Background: an optimization exercise with open tools, aiming at small area and a short achievable clock period. Do not read the settings as production practice. Power figures rest on the tool's default switching activity, not on a simulated workload.

run A:
==> flow/design.v <==
`timescale 1ns / 1ps
module Parameterized_ALU#(parameter N = 16)(
    input clk,
    input [N-1:0] A,
    input [N-1:0] B,
    input [3:0] ALU_Func,
    output reg [N-1:0] ALU_out,
    output reg Carry,
    output  Arith,
    output  Shift,
    output  CMP,
    output  Logic
    );
    wire div  = ALU_Func[0];
    wire arr  = (ALU_Func[3:1] == 3'b001);
    wire addm = (ALU_Func == 4'b0000);
    wire [15:0] q, r;
    wire c;
    alu_muldiv u_md(.A(A), .B(B), .div(div), .arr(arr), .addm(addm), .Q(q), .R(r), .C(c));
    wire lt = ~c;
    wire eq = ~|(A ^ B);
    wire gt = ~lt & ~eq;
    always @(posedge clk) begin
        Carry <= 1'b0;
        case (ALU_Func)
            4'b0000: {Carry, ALU_out} <= {~c, ~r};
            4'b0001: {Carry, ALU_out} <= {~c, r};
            4'b0010: ALU_out <= ~r;
            4'b0011: ALU_out <= q;
            4'b0100: ALU_out <= A & B;
            4'b0101: ALU_out <= A | B;
            4'b0110: ALU_out <= ~(A & B);
            4'b0111: ALU_out <= ~(A | B);
            4'b1000: ALU_out <= A ^ B;
            4'b1001: ALU_out <= ~(A ^ B);
            4'b1010: ALU_out <= {15'b0, eq};
            4'b1011: ALU_out <= {14'b0, gt, 1'b0};
            4'b1100: ALU_out <= {14'b0, lt, lt};
            4'b1101: ALU_out <= {1'b0, A[15:1]};
            4'b1110: ALU_out <= {A[14:0], 1'b0};
            default: ALU_out <= 16'b0;
        endcase
    end
    assign Arith = (ALU_Func[3:2] == 2'b00);
    assign Logic = (ALU_Func[3:2] == 2'b01) || (ALU_Func == 4'b1000) || (ALU_Func == 4'b1001);
    assign CMP   = (ALU_Func == 4'b1010) || (ALU_Func == 4'b1011) || (ALU_Func == 4'b1100);
    assign Shift = (ALU_Func == 4'b1101) || (ALU_Func == 4'b1110);
endmodule
module alu_muldiv(input [15:0] A, input [15:0] B, input div, input arr, input addm, output [15:0] Q, output [15:0] R, output C);
  wire [15:0] y = ~B;
  wire [15:0] q;
  wire [16:0] hiz;
  assign hiz[16] = 1'b1;
  genvar w;
  generate for (w = 15; w >= 1; w = w - 1) begin : hz
    assign hiz[w] = hiz[w+1] & ~B[w];
  end endgenerate
  wire [0:0] s1_t, s1_r;
  wire [1:0] s1_c;
  assign s1_c[0] = 1'b1;
  assign s1_t = A[15] | ~div;
  generate for (w = 0; w < 1; w = w + 1) begin : c1
    assign s1_c[w+1] = (s1_t[w] & y[w]) | ((s1_t[w] | y[w]) & s1_c[w]);
  end endgenerate
  assign q[15] = hiz[1] & s1_c[1];
  wire ctl1 = div ? q[15] : A[15];
  assign s1_r = s1_t ^ ({1{ctl1}} & (y[0:0] ^ s1_c[0:0]));
  wire [1:0] s2_t, s2_r;
  wire [2:0] s2_c;
  assign s2_c[0] = 1'b1;
  assign s2_t = {s1_r, A[14] | ~div};
  generate for (w = 0; w < 2; w = w + 1) begin : c2
    assign s2_c[w+1] = (s2_t[w] & y[w]) | ((s2_t[w] | y[w]) & s2_c[w]);
  end endgenerate
  assign q[14] = hiz[2] & s2_c[2];
  wire ctl2 = div ? q[14] : A[14];
  assign s2_r = s2_t ^ ({2{ctl2}} & (y[1:0] ^ s2_c[1:0]));
  wire [2:0] s3_t, s3_r;
  wire [3:0] s3_c;
  assign s3_c[0] = 1'b1;
  assign s3_t = {s2_r, A[13] | ~div};
  generate for (w = 0; w < 3; w = w + 1) begin : c3
    assign s3_c[w+1] = (s3_t[w] & y[w]) | ((s3_t[w] | y[w]) & s3_c[w]);
  end endgenerate
  assign q[13] = hiz[3] & s3_c[3];
  wire ctl3 = div ? q[13] : A[13];
  assign s3_r = s3_t ^ ({3{ctl3}} & (y[2:0] ^ s3_c[2:0]));
  wire [3:0] s4_t, s4_r;
  wire [4:0] s4_c;
  assign s4_c[0] = 1'b1;
  assign s4_t = {s3_r, A[12] | ~div};
  generate for (w = 0; w < 4; w = w + 1) begin : c4
    assign s4_c[w+1] = (s4_t[w] & y[w]) | ((s4_t[w] | y[w]) & s4_c[w]);
  end endgenerate
  assign q[12] = hiz[4] & s4_c[4];
  wire ctl4 = div ? q[12] : A[12];
  assign s4_r = s4_t ^ ({4{ctl4}} & (y[3:0] ^ s4_c[3:0]));
  wire [4:0] s5_t, s5_r;
  wire [5:0] s5_c;
  assign s5_c[0] = 1'b1;
  assign s5_t = {s4_r, A[11] | ~div};
  generate for (w = 0; w < 5; w = w + 1) begin : c5
    assign s5_c[w+1] = (s5_t[w] & y[w]) | ((s5_t[w] | y[w]) & s5_c[w]);
  end endgenerate
  assign q[11] = hiz[5] & s5_c[5];
  wire ctl5 = div ? q[11] : A[11];
  assign s5_r = s5_t ^ ({5{ctl5}} & (y[4:0] ^ s5_c[4:0]));
  wire [5:0] s6_t, s6_r;
  wire [6:0] s6_c;
  assign s6_c[0] = 1'b1;
  assign s6_t = {s5_r, A[10] | ~div};
  generate for (w = 0; w < 6; w = w + 1) begin : c6
    assign s6_c[w+1] = (s6_t[w] & y[w]) | ((s6_t[w] | y[w]) & s6_c[w]);
  end endgenerate
  assign q[10] = hiz[6] & s6_c[6];
  wire ctl6 = div ? q[10] : A[10];
  assign s6_r = s6_t ^ ({6{ctl6}} & (y[5:0] ^ s6_c[5:0]));
  wire [6:0] s7_t, s7_r;
  wire [7:0] s7_c;
  assign s7_c[0] = 1'b1;
  assign s7_t = {s6_r, A[9] | ~div};
  generate for (w = 0; w < 7; w = w + 1) begin : c7
    assign s7_c[w+1] = (s7_t[w] & y[w]) | ((s7_t[w] | y[w]) & s7_c[w]);
  end endgenerate
  assign q[9] = hiz[7] & s7_c[7];
  wire ctl7 = div ? q[9] : A[9];
  assign s7_r = s7_t ^ ({7{ctl7}} & (y[6:0] ^ s7_c[6:0]));
  wire [7:0] s8_t, s8_r;
  wire [8:0] s8_c;
  assign s8_c[0] = 1'b1;
  assign s8_t = {s7_r, A[8] | ~div};
  generate for (w = 0; w < 8; w = w + 1) begin : c8
    assign s8_c[w+1] = (s8_t[w] & y[w]) | ((s8_t[w] | y[w]) & s8_c[w]);
  end endgenerate
  assign q[8] = hiz[8] & s8_c[8];
  wire ctl8 = div ? q[8] : A[8];
  assign s8_r = s8_t ^ ({8{ctl8}} & (y[7:0] ^ s8_c[7:0]));
  wire [8:0] s9_t, s9_r;
  wire [9:0] s9_c;
  assign s9_c[0] = 1'b1;
  assign s9_t = {s8_r, A[7] | ~div};
  generate for (w = 0; w < 9; w = w + 1) begin : c9
    assign s9_c[w+1] = (s9_t[w] & y[w]) | ((s9_t[w] | y[w]) & s9_c[w]);
  end endgenerate
  assign q[7] = hiz[9] & s9_c[9];
  wire ctl9 = div ? q[7] : A[7];
  assign s9_r = s9_t ^ ({9{ctl9}} & (y[8:0] ^ s9_c[8:0]));
  wire [9:0] s10_t, s10_r;
  wire [10:0] s10_c;
  assign s10_c[0] = 1'b1;
  assign s10_t = {s9_r, A[6] | ~div};
  generate for (w = 0; w < 10; w = w + 1) begin : c10
    assign s10_c[w+1] = (s10_t[w] & y[w]) | ((s10_t[w] | y[w]) & s10_c[w]);
  end endgenerate
  assign q[6] = hiz[10] & s10_c[10];
  wire ctl10 = div ? q[6] : A[6];
  assign s10_r = s10_t ^ ({10{ctl10}} & (y[9:0] ^ s10_c[9:0]));
  wire [10:0] s11_t, s11_r;
  wire [11:0] s11_c;
  assign s11_c[0] = 1'b1;
  assign s11_t = {s10_r, A[5] | ~div};
  generate for (w = 0; w < 11; w = w + 1) begin : c11
    assign s11_c[w+1] = (s11_t[w] & y[w]) | ((s11_t[w] | y[w]) & s11_c[w]);
  end endgenerate
  assign q[5] = hiz[11] & s11_c[11];
  wire ctl11 = div ? q[5] : A[5];
  assign s11_r = s11_t ^ ({11{ctl11}} & (y[10:0] ^ s11_c[10:0]));
  wire [11:0] s12_t, s12_r;
  wire [12:0] s12_c;
  assign s12_c[0] = 1'b1;
  assign s12_t = {s11_r, A[4] | ~div};
  generate for (w = 0; w < 12; w = w + 1) begin : c12
    assign s12_c[w+1] = (s12_t[w] & y[w]) | ((s12_t[w] | y[w]) & s12_c[w]);
  end endgenerate
  assign q[4] = hiz[12] & s12_c[12];
  wire ctl12 = div ? q[4] : A[4];
  assign s12_r = s12_t ^ ({12{ctl12}} & (y[11:0] ^ s12_c[11:0]));
  wire [12:0] s13_t, s13_r;
  wire [13:0] s13_c;
  assign s13_c[0] = 1'b1;
  assign s13_t = {s12_r, A[3] | ~div};
  generate for (w = 0; w < 13; w = w + 1) begin : c13
    assign s13_c[w+1] = (s13_t[w] & y[w]) | ((s13_t[w] | y[w]) & s13_c[w]);
  end endgenerate
  assign q[3] = hiz[13] & s13_c[13];
  wire ctl13 = div ? q[3] : A[3];
  assign s13_r = s13_t ^ ({13{ctl13}} & (y[12:0] ^ s13_c[12:0]));
  wire [13:0] s14_t, s14_r;
  wire [14:0] s14_c;
  assign s14_c[0] = 1'b1;
  assign s14_t = {s13_r, A[2] | ~div};
  generate for (w = 0; w < 14; w = w + 1) begin : c14
    assign s14_c[w+1] = (s14_t[w] & y[w]) | ((s14_t[w] | y[w]) & s14_c[w]);
  end endgenerate
  assign q[2] = hiz[14] & s14_c[14];
  wire ctl14 = div ? q[2] : A[2];
  assign s14_r = s14_t ^ ({14{ctl14}} & (y[13:0] ^ s14_c[13:0]));
  wire [14:0] s15_t, s15_r;
  wire [15:0] s15_c;
  assign s15_c[0] = 1'b1;
  assign s15_t = {s14_r, A[1] | ~div};
  generate for (w = 0; w < 15; w = w + 1) begin : c15
    assign s15_c[w+1] = (s15_t[w] & y[w]) | ((s15_t[w] | y[w]) & s15_c[w]);
  end endgenerate
  assign q[1] = hiz[15] & s15_c[15];
  wire ctl15 = div ? q[1] : A[1];
  assign s15_r = s15_t ^ ({15{ctl15}} & (y[14:0] ^ s15_c[14:0]));
  wire [15:0] s16_t, s16_r;
  wire [16:0] s16_c;
  assign s16_c[0] = 1'b1;
  assign s16_t = arr ? {s15_r, A[0] | ~div} : (A ^ {16{addm}});
  generate for (w = 0; w < 16; w = w + 1) begin : c16
    assign s16_c[w+1] = (s16_t[w] & y[w]) | ((s16_t[w] | y[w]) & s16_c[w]);
  end endgenerate
  assign q[0] = hiz[16] & s16_c[16];
  wire ctl16 = (div & arr) ? q[0] : (A[0] | ~arr);
  assign s16_r = s16_t ^ ({16{ctl16}} & (y[15:0] ^ s16_c[15:0]));
  assign Q = q;
  assign R = s16_r;
  assign C = s16_c[16];
endmodule
make LEC_CHECK=0 ABC_AREA=1 CAP_MARGIN=20 CORE_MARGIN=2 CORE_UTILIZATION=40 SLEW_MARGIN=20 finish   # period 35.0 ns
run.sh (not shown) runs the stock make flow with config.mk's settings and CLKGATE_MAP_FILE= SYNTH_SCRIPT=/design/flow/synth_recipe.tcl, a recipe that flattens the netlist after the stock synthesis.
diff inputs: run A => run B
diff --git a/flow/design.v b/flow/design.v
--- a/flow/design.v
+++ b/flow/design.v
@@ -12,20 +12,26 @@
     output  Logic
     );
-    wire div  = ALU_Func[0];
-    wire arr  = (ALU_Func[3:1] == 3'b001);
-    wire addm = (ALU_Func == 4'b0000);
-    wire [15:0] q, r;
-    wire c;
-    alu_muldiv u_md(.A(A), .B(B), .div(div), .arr(arr), .addm(addm), .Q(q), .R(r), .C(c));
-    wire lt = ~c;
+    wire sub = ALU_Func[0] | ALU_Func[3];
+    wire [15:0] bx = B ^ {16{sub}};
+    wire [16:0] c;
+    wire [15:0] s;
+    assign c[0] = sub;
+    genvar i;
+    generate for (i = 0; i < 16; i = i + 1) begin : add
+      assign s[i] = A[i] ^ bx[i] ^ c[i];
+      assign c[i+1] = (A[i] & bx[i]) | (c[i] & (A[i] ^ bx[i]));
+    end endgenerate
+    wire lt = ~c[16];             
     wire eq = ~|(A ^ B);
     wire gt = ~lt & ~eq;
+    wire [15:0] md;
+    alu_muldiv u_md(.A(A), .B(B), .div(ALU_Func[0]), .Y(md));
     always @(posedge clk) begin
         Carry <= 1'b0;
         case (ALU_Func)
-            4'b0000: {Carry, ALU_out} <= {~c, ~r};
-            4'b0001: {Carry, ALU_out} <= {~c, r};
-            4'b0010: ALU_out <= ~r;
-            4'b0011: ALU_out <= q;
+            4'b0000: {Carry, ALU_out} <= {c[16], s};
+            4'b0001: {Carry, ALU_out} <= {lt, s};
+            4'b0010: ALU_out <= md;
+            4'b0011: ALU_out <= md;
             4'b0100: ALU_out <= A & B;
             4'b0101: ALU_out <= A | B;
@@ -47,5 +53,5 @@
     assign Shift = (ALU_Func == 4'b1101) || (ALU_Func == 4'b1110);
 endmodule
-module alu_muldiv(input [15:0] A, input [15:0] B, input div, input arr, input addm, output [15:0] Q, output [15:0] R, output C);
+module alu_muldiv(input [15:0] A, input [15:0] B, input div, output [15:0] Y);
   wire [15:0] y = ~B;
   wire [15:0] q;
@@ -209,13 +215,11 @@
   wire [16:0] s16_c;
   assign s16_c[0] = 1'b1;
-  assign s16_t = arr ? {s15_r, A[0] | ~div} : (A ^ {16{addm}});
+  assign s16_t = {s15_r, A[0] | ~div};
   generate for (w = 0; w < 16; w = w + 1) begin : c16
     assign s16_c[w+1] = (s16_t[w] & y[w]) | ((s16_t[w] | y[w]) & s16_c[w]);
   end endgenerate
   assign q[0] = hiz[16] & s16_c[16];
-  wire ctl16 = (div & arr) ? q[0] : (A[0] | ~arr);
+  wire ctl16 = A[0];
   assign s16_r = s16_t ^ ({16{ctl16}} & (y[15:0] ^ s16_c[15:0]));
-  assign Q = q;
-  assign R = s16_r;
-  assign C = s16_c[16];
+  assign Y = div ? q : ~s16_r;
 endmodule
Final clock period utilization by the worst path on run B is down relative to run A. Run A and run B ended up with nearly the same sequential share of layout area. Delta(final worst setup slack, run B - run A) > 0. Summary: with run A as the reference, average wire per standard cell in run B moved up by a little under 10%. On cell area after placement: run B sits above run A. Design area deteriorates in run B relative to run A. A timing startpoint of the critical path of B[9] is what run A shows, while B[1] belongs to run B. When run B is set beside run A, its post-synthesis instance area turns out to be 70 sq um smaller. The synthesized instance count in run B was lower than what run A gave. NOTE: height of the die in run B falls short of that of run A. Going from run A to run B, combinational power has increased, core utilization now sits higher. When run B is measured against run A, its via count normalized by instance count turns out 1.2% lower.
No functional check of the RTL was part of any run of this note.

-- separate check: timing with driven ports --
The results above use ideal ports. As a check the final layouts listed here were re-extracted and re-timed, cells and wires unchanged. Step 1 sets driving cells, clkbuf_16 on the clock port and buf_2 on the other inputs (assumed; they add their load-dependent delay and slew). Step 2, shift: input delay + t, output delay - t, t = (earliest + latest rising clock arrival at the registers) / 2. This alone moves slack from input paths to output paths. Slacks: ideal ports / drivers / drivers and shift; pairs: ideal ports / drivers.
run	shift t [ns]	setup WS [ns]	worst slew at a driven data input, ns
run A	0.282	5.093 / 5.104 / 4.822	0.03
run B	0.295	7.900 / 7.907 / 7.612	0.04
After both steps every run listed still meets setup and hold. For run B, which loses most, drivers alone change the setup slack by +0.007 ns; drivers and shift together by -0.288 ns.
